This design comes from an exercise in tuning for small area, a short achievable clock period and few clock cycles per item on the open sky130 flow, not from production work.
In this exercise RTL edits were held to simulation tests only and were not proved equivalent to the original.

==> module FpAdd, before the edit <==
module FpAdd (
    output logic [31:0] result,
    output RvTypes::fflags_t flags,
    input logic [2:0] roundingMode,
    input logic [31:0] src1,
    input logic [31:0] src2
);
    logic sign1, sign2;
    logic [7:0] exponent1, exponent2;
    logic [22:0] fraction1, fraction2;
    logic is_zero1, is_zero2, is_inf1, is_inf2, is_nan1, is_nan2;
    always_comb begin
        sign1 = src1[31];
        sign2 = src2[31];
        exponent1 = src1[30:23];
        exponent2 = src2[30:23];
        fraction1 = src1[22:0];
        fraction2 = src2[22:0];
        is_zero1 = exponent1 == '0;
        is_zero2 = exponent2 == '0;
        is_nan1 = exponent1 == '1 && fraction1 != '0;
        is_nan2 = exponent2 == '1 && fraction2 != '0;
        is_inf1 = exponent1 == '1 && fraction1 == '0;
        is_inf2 = exponent2 == '1 && fraction2 == '0;
    end
    logic ge;
    logic [30:0] unusedDiff;
    RcAdd #(.W(31)) magnitudeCompare (
        .s(unusedDiff),
        .co(ge),
        .a(src1[30:0]),
        .b(~src2[30:0]),
        .ci(1'b1));
    logic sign_large, sign_small;
    logic [7:0] exponent_large, exponent_small;
    logic [22:0] fraction_large, fraction_small;
    always_comb begin
        sign_large = ge ? sign1 : sign2;
        sign_small = ge ? sign2 : sign1;
        exponent_large = ge ? exponent1 : exponent2;
        exponent_small = ge ? exponent2 : exponent1;
        fraction_large = ge ? fraction1 : fraction2;
        fraction_small = ge ? fraction2 : fraction1;
    end
    logic [7:0] shamt;
    logic unusedCarry1;
    RcAdd #(.W(8)) shamtSub (
        .s(shamt),
        .co(unusedCarry1),
        .a(exponent_large),
        .b(~exponent_small),
        .ci(1'b1));
    logic [23:0] mantissa_small;
    logic [27:0] shifted_small;
    logic sticky_small;
    logic [28:0] window_large;
    logic [28:0] window_small;
    logic minus;
    always_comb begin
        mantissa_small = {1'b1, fraction_small};
        shifted_small = (|shamt[7:5]) ? 28'h0 : ({1'b0, mantissa_small, 3'b000} >> shamt[4:0]);
        sticky_small = 1'b0;
        for (int i = 0; i < 24; i++) begin
            sticky_small = sticky_small | (mantissa_small[i] && shamt >= i + 4 && shamt <= i + 25);
        end
        window_large = {2'b01, fraction_large, 4'b0000};
        window_small = {shifted_small, sticky_small};
        minus = sign_large != sign_small;
    end
    logic [28:0] sum;
    logic unusedCarry2;
    RcAdd #(.W(29)) fractionAdd (
        .s(sum),
        .co(unusedCarry2),
        .a(window_large),
        .b(window_small ^ {29{minus}}),
        .ci(minus));
    logic [28:0] v1, v2, v3, v4, normalized;
    logic [4:0] lzc;
    logic isZeroSum;
    always_comb begin
        lzc[4] = ~|sum[28:13];
        v1 = lzc[4] ? {sum[12:0], 16'h0} : sum;
        lzc[3] = ~|v1[28:21];
        v2 = lzc[3] ? {v1[20:0], 8'h0} : v1;
        lzc[2] = ~|v2[28:25];
        v3 = lzc[2] ? {v2[24:0], 4'h0} : v2;
        lzc[1] = ~|v3[28:27];
        v4 = lzc[1] ? {v3[26:0], 2'h0} : v3;
        lzc[0] = ~v4[28];
        normalized = lzc[0] ? {v4[27:0], 1'b0} : v4;
        isZeroSum = ~normalized[28];
    end
    logic [7:0] exponentPlusOne, exponentNormalized;
    logic unusedCarry3, unusedCarry4;
    RcInc #(.W(8)) exponentInc (
        .s(exponentPlusOne),
        .co(unusedCarry3),
        .a(exponent_large),
        .ci(1'b1));
    RcAdd #(.W(8)) exponentSub (
        .s(exponentNormalized),
        .co(unusedCarry4),
        .a(exponentPlusOne),
        .b(~{3'b000, isZeroSum ? 5'h0 : lzc}),
        .ci(1'b1));
    logic inexact;
    logic [7:0] exponentRounded;
    logic [22:0] fractionRounded;
    FpRounder #(
        .EXPONENT_WIDTH(8),
        .FRACTION_WIDTH(23)
    ) rounder (
        .inexact(inexact),
        .roundedExponent(exponentRounded),
        .roundedFraction(fractionRounded),
        .roundingMode(roundingMode),
        .sign(sign_large),
        .exponent(exponentNormalized),
        .fraction(normalized[27:5]),
        .g(normalized[4]),
        .r(normalized[3]),
        .s(|normalized[2:0]));
    logic isNan;
    always_comb begin
        isNan = is_nan1 || is_nan2 || (is_inf1 && is_inf2 && sign1 != sign2);
        if (isNan) begin
            result = 32'h7fc00000;
        end
        else if (is_inf1 || is_inf2) begin
            result = {sign_large, 8'hff, 23'h0};
        end
        else if (is_zero1 && is_zero2) begin
            result = '0;
        end
        else begin
            result = {sign_large, exponentRounded, fractionRounded};
        end
        flags.NV = isNan;
        flags.DZ = 1'b0;
        flags.OF = !isNan && exponentRounded == 8'hff;
        flags.UF = !isNan && exponentRounded == 8'h00;
        flags.NX = !isNan && inexact;
    end
endmodule
Settings: LEC_CHECK=0, ABC_CLOCK_PERIOD_IN_PS=80000, CAP_MARGIN=20, CORE_MARGIN=2, CORE_UTILIZATION=40, SETUP_SLACK_MARGIN=5, SLEW_MARGIN=20; clock period 240.0 ns.
run.sh (not shown) runs the stock make flow with config.mk's settings and CLKGATE_MAP_FILE= SYNTH_SCRIPT=/design/flow/synth_recipe.tcl, a recipe that flattens the netlist after the stock synthesis.
Testbench counts at the start, summed over its fixed seeds: cycles 23,936, ops 12,000.
Next try:
--- a/flow/design.v
+++ b/flow/design.v
@@ -894,18 +894,30 @@
     logic [23:0] mantissa_small;
     logic [27:0] shifted_small;
     logic sticky_small;
     logic [28:0] window_large;
     logic [28:0] window_small;
     logic minus;
+    logic [27:0] alignStage [0:5];
+    logic [4:0] shiftedOut;
+    logic stickyAllOut;
     always_comb begin
         mantissa_small = {1'b1, fraction_small};
-        shifted_small = (|shamt[7:5]) ? 28'h0 : ({1'b0, mantissa_small, 3'b000} >> shamt[4:0]);
-        sticky_small = 1'b0;
-        for (int i = 0; i < 24; i++) begin
-            sticky_small = sticky_small | (mantissa_small[i] && shamt >= i + 4 && shamt <= i + 25);
+        alignStage[0] = {1'b0, mantissa_small, 3'b000};
+        for (int k = 0; k < 5; k++) begin
+            shiftedOut[k] = shamt[k] && (|(alignStage[k] & ((28'h1 << (1 << k)) - 28'h1)));
+            alignStage[k+1] = shamt[k] ? (alignStage[k] >> (1 << k)) : alignStage[k];
+        end
+        stickyAllOut = |shiftedOut;
+        if (shamt[7:5] == 3'b000) begin
+            shifted_small = alignStage[5];
+            sticky_small = stickyAllOut && !(shamt[4:0] == 5'd26 && fraction_small[22:1] == '0);
+        end
+        else begin
+            shifted_small = 28'h0;
+            sticky_small = shamt[7:5] == 3'b001 && shamt[4:0] <= 5'd16;
         end
         window_large = {2'b01, fraction_large, 4'b0000};
         window_small = {shifted_small, sticky_small};
         minus = sign_large != sign_small;
     end
     logic [28:0] sum;
After rerunning:
- wire length went up slightly
- first-iteration DRC count went up by a few percent
- global-route usage went up by 0.34 points
- non-clock buffer count does not change
- count of clock-buffer cells in the layout went up by 10
- maximum frequency went up slightly
Testbench counts after the change, summed over its fixed seeds: cycles 23,936, ops 12,000.

afterwards: timing with drivers on the ports:
The flow's constraints put no driver on any port. The routed layouts listed below were extracted and timed again, unchanged, in two steps. Step 1 sets driving cells, clkbuf_16 on the clock port and buf_2 on the other inputs (assumed; they add their load-dependent delay and slew). Step 2 also shifts input and output timing later by t, the mid clock arrival at the registers, as if the neighbouring blocks saw the same clock. a / b / c = ideal / step 1 / step 2; a / b = the first two.
run	t, ns	slack for setup (ns)	worst setup path after step 2	latest minus earliest clock arrival (ns)
the first run	0.649	137.227 / 137.200 / 137.200	input to output	0.043 / 0.043
the second run	0.627	137.876 / 137.851 / 137.851	input to output	0.055 / 0.054
After both steps every run listed still meets setup and hold. The setup slack of the first run, which loses most, moves by -0.027 ns with the drivers and by -0.027 ns with both steps.
